Context: an optimization exercise on an open-source flow, tuned for small area, a short achievable clock period and few clock cycles per item. The choices shown serve that exercise and are no tape-out recipe. The RTL was checked by simulation tests, not by an equivalence proof against the original design.

== run A ==
==> flow/design.v (excerpt) <==
module bbs_generator(
    input  wire CLOCK_50,
    input  wire res,
    input  wire [63:0] seed,
    output wire [9:0] LEDR,
    output reg  valid,
    output wire [63:0] x_out,
    output wire [6:0] HEX0,
    output wire [6:0] HEX1,
    output wire [6:0] HEX2,
    output wire [6:0] HEX3,
    output wire [6:0] HEX4,
    output wire [6:0] HEX5
);
    reg  [1:0]  phase;       
    reg  [30:0] a_reg, b_reg;
    reg  [61:0] x_reg;
    reg  [23:0] counter;
    wire [63:0] sd = seed & {64{phase == 2'd0}};
    wire [30:0] a_next, b_next;
    wire [61:0] x_next;
    sq_mod_p sqp (.a(a_reg), .sd(sd), .r(a_next));
    sq_mod_q sqq (.b(b_reg), .sd(sd), .r(b_next));
    crt_pq   crt (.a(a_reg), .b(b_reg), .x(x_next));
    always @(posedge CLOCK_50 or posedge res) begin
        if (res) begin
            phase   <= 2'd0;
            a_reg   <= 31'd0;
            b_reg   <= 31'd0;
            x_reg   <= 62'd0;
  ...
Settings: LEC_CHECK=0, ABC_CLOCK_PERIOD_IN_PS=4000, CAP_MARGIN=20, CORE_MARGIN=2, CORE_UTILIZATION=40, SETUP_SLACK_MARGIN=3, SLEW_MARGIN=20; clock period 12.0 ns.
run.sh (not shown) runs the stock make flow with config.mk's settings and CLKGATE_MAP_FILE= SYNTH_SCRIPT=/design/flow/synth_recipe.tcl, a recipe that flattens the netlist after the stock synthesis.
Finished, but not clean: run A, with setup timing.
Testbench counts of run A, summed over its fixed seeds: cycles 216, numbers 192.
#### Input delta (run B over run A)
- ABC_CLOCK_PERIOD_IN_PS: 4000 -> unset
- SETUP_SLACK_MARGIN: 3 -> 0.5
==> results.txt <==
Run B: flow complete, layout not clean; failing: setup timing. Number of instances resized during post-cts repair: run B vs run A down 10. Startpoint of the worst setup timing path: a_reg[5] -> run A, a_reg[15] -> run B. Lower total global-route track usage was reported by run A, not run B.

---

bbs_generator, a different RTL version from the one above (not shown whole).
For scale: ~150 flip-flops, about 180 I/O pins, ~55000 sq um of cells after synthesis.
make LEC_CHECK=0 CAP_MARGIN=20 CORE_MARGIN=2 CORE_UTILIZATION=60 SETUP_SLACK_MARGIN=2 SLEW_MARGIN=20 SYNTH_HIERARCHICAL=1 SYNTH_MINIMUM_KEEP_SIZE=0 finish   # period 12.0 ns
The baseline completed without violations.
Testbench counts at the start, summed over its fixed seeds: cycles 216, numbers 192.
==> next run, changes <==
--- a/flow/config.mk
+++ b/flow/config.mk
@@ -10,2 +10,2 @@
-export CORE_UTILIZATION = 60
-export SETUP_SLACK_MARGIN = 2
+export CORE_UTILIZATION = 70
+export SETUP_SLACK_MARGIN = 2.5
After rerunning:
- The changed run produced a clean layout
- critical path depth stays the same
- setup slack improves by 0.27 ns
- sequential share of layout area hardly moves
- routed wire length rises by 1.8%
- final area rises by about 1.6%
- utilization rises by 12 points
- synthesized area does not change
==> next run, changes <==
--- a/flow/config.mk
+++ b/flow/config.mk
@@ -10,2 +10,2 @@
-export CORE_UTILIZATION = 70
-export SETUP_SLACK_MARGIN = 2.5
+export CORE_UTILIZATION = 60
+export SETUP_SLACK_MARGIN = 1.5
Utilization drops by 12 points.
Via count drops by 5.7%.
Worst setup slack gets worse by 0.65 ns.
Synthesized area does not change.
Cell count climbs by 1.2%.
Design area drops by 2.0%.
Critical path depth stays the same.
==> next run, changes <==
--- a/flow/config.mk
+++ b/flow/config.mk
@@ -11 +11 @@
-export SETUP_SLACK_MARGIN = 1.5
+export SETUP_SLACK_MARGIN = 2.5
Outcome:
- The new run went through all stages and came out clean
- global-route usage is higher by 0.15 points
- final area climbs by 2.1%
- count of clock-buffer cells in the layout does not change
- die area stays the same
- synthesized area does not change
- cell count is higher by 0.78%
- clock skew hardly moves
- synthesized cell count is unchanged

---

## juniper
Another version of the RTL of bbs_generator (not shown whole).
For scale: about 5300 cells after synthesis, about 150 flip-flops, roughly 55000 um2 of cells after synthesis.
// bbs_generator
module bbs_generator(
    input  wire CLOCK_50,
    input  wire res,
    input  wire [63:0] seed,
    output wire [9:0] LEDR,
    output reg  valid,
    output wire [63:0] x_out,
    output wire [6:0] HEX0,
    output wire [6:0] HEX1,
    output wire [6:0] HEX2,
    output wire [6:0] HEX3,
    output wire [6:0] HEX4,
    output wire [6:0] HEX5
);
clock: 12.0 ns
lec_check: 0
cap_margin: 20
core_margin: 2
core_utilization: 60
setup_slack_margin: 3.25
slew_margin: 20
synth_hierarchical: 1
synth_minimum_keep_size: 0
Testbench counts of juniper, summed over its fixed seeds: cycles 216, numbers 192.
Input-level comparison between xenon and juniper:
Settings: changing SETUP_SLACK_MARGIN from 3.25 to 2.5.
## What came out
- juniper -> xenon: number of nets in the finished design decreased by a few percent
- Wire length of the first global-routing pass for xenon is lower than for juniper.
- End-of-flow core utilization was higher in juniper than in xenon.
- Going from juniper to xenon, mean number of vias per cell shows a reduction of about 0.8%, non-clock buffer count shows a reduction of 206, minimum setup slack in the final design shows a reduction of 400 ps, final weighted congestion of routability-driven global placement shows no meaningful change.
Here is what was changed in the inputs of yarrow compared with xenon.
Settings: swapping 2.5 for 3 in SETUP_SLACK_MARGIN.
==> results.txt <==
- Against xenon, yarrow reports a final worst slack that is higher.
- Final cell count (yarrow vs. xenon) increases slightly
- Re weighted congestion at the end of routability-driven global placement: no difference whatsoever between yarrow and xenon.
- yarrow vs xenon: routed wire length per instance up in yarrow
- The non-clock buffer count in yarrow sits 68 above the value recorded for xenon.
- Compare xenon and yarrow | routed wire length higher: yarrow
- met3 track utilization from global routing is higher on yarrow
- yarrow has post-route fraction of the period consumed by the critical path below what xenon had.
- Of the two values seen for startpoint of the worst setup timing path, b_reg[25] was produced by xenon and b_reg[30] by yarrow.

-- re-timing with driven ports --
Ports are ideal in the flow. The routed layouts listed here were re-timed in OpenROAD. Step 1: set_driving_cell puts a clkbuf_16 on CLOCK_50 and a buf_2 on each other input, an assumption about the parent block. Step 2 adds t to the input delays and takes it off the output delays; t is the mean of the earliest and latest rising clock arrival at the registers after step 1. Input paths then give back, and output paths get back, about the clock's delay inside the block. a / b / c = ideal ports / drivers / drivers and shift; a / b = the first two.
run | t, ns | setup WS [ns] | hold slack, ns | slew at the worst register clock pin (ns)
run A | 0.597 | -1.749 / -1.749 / -1.749 | 0.479 / 0.479 / 0.479 | 0.09 / 0.09
run B | 0.613 | -1.962 / -1.962 / -1.962 | 0.483 / 0.483 / 0.483 | 0.09 / 0.09
the first run of note 2 | 0.590 | 2.317 / 2.268 / 2.317 | 0.481 / 0.481 / 0.481 | 0.09 / 0.09
the second run of note 2 | 0.562 | 2.591 / 2.548 / 2.591 | 0.505 / 0.505 / 0.505 | 0.09 / 0.09
the third run of note 2 | 0.589 | 1.943 / 1.939 / 1.943 | 0.481 / 0.481 / 0.481 | 0.08 / 0.08
the fourth run of note 2 | 0.591 | 2.691 / 2.617 / 2.564 | 0.481 / 0.481 / 0.481 | 0.09 / 0.09
juniper | 0.563 | 3.136 / 3.136 / 2.823 | 0.475 / 0.475 / 0.475 | 0.08 / 0.08
xenon | 0.577 | 2.733 / 2.711 / 2.553 | 0.483 / 0.483 / 0.483 | 0.09 / 0.09
yarrow | 0.577 | 3.010 / 2.995 / 2.735 | 0.482 / 0.482 / 0.482 | 0.09 / 0.09
The setup slack of juniper, which loses most, moves by 0.000 ns with the drivers and by -0.313 ns with both steps.
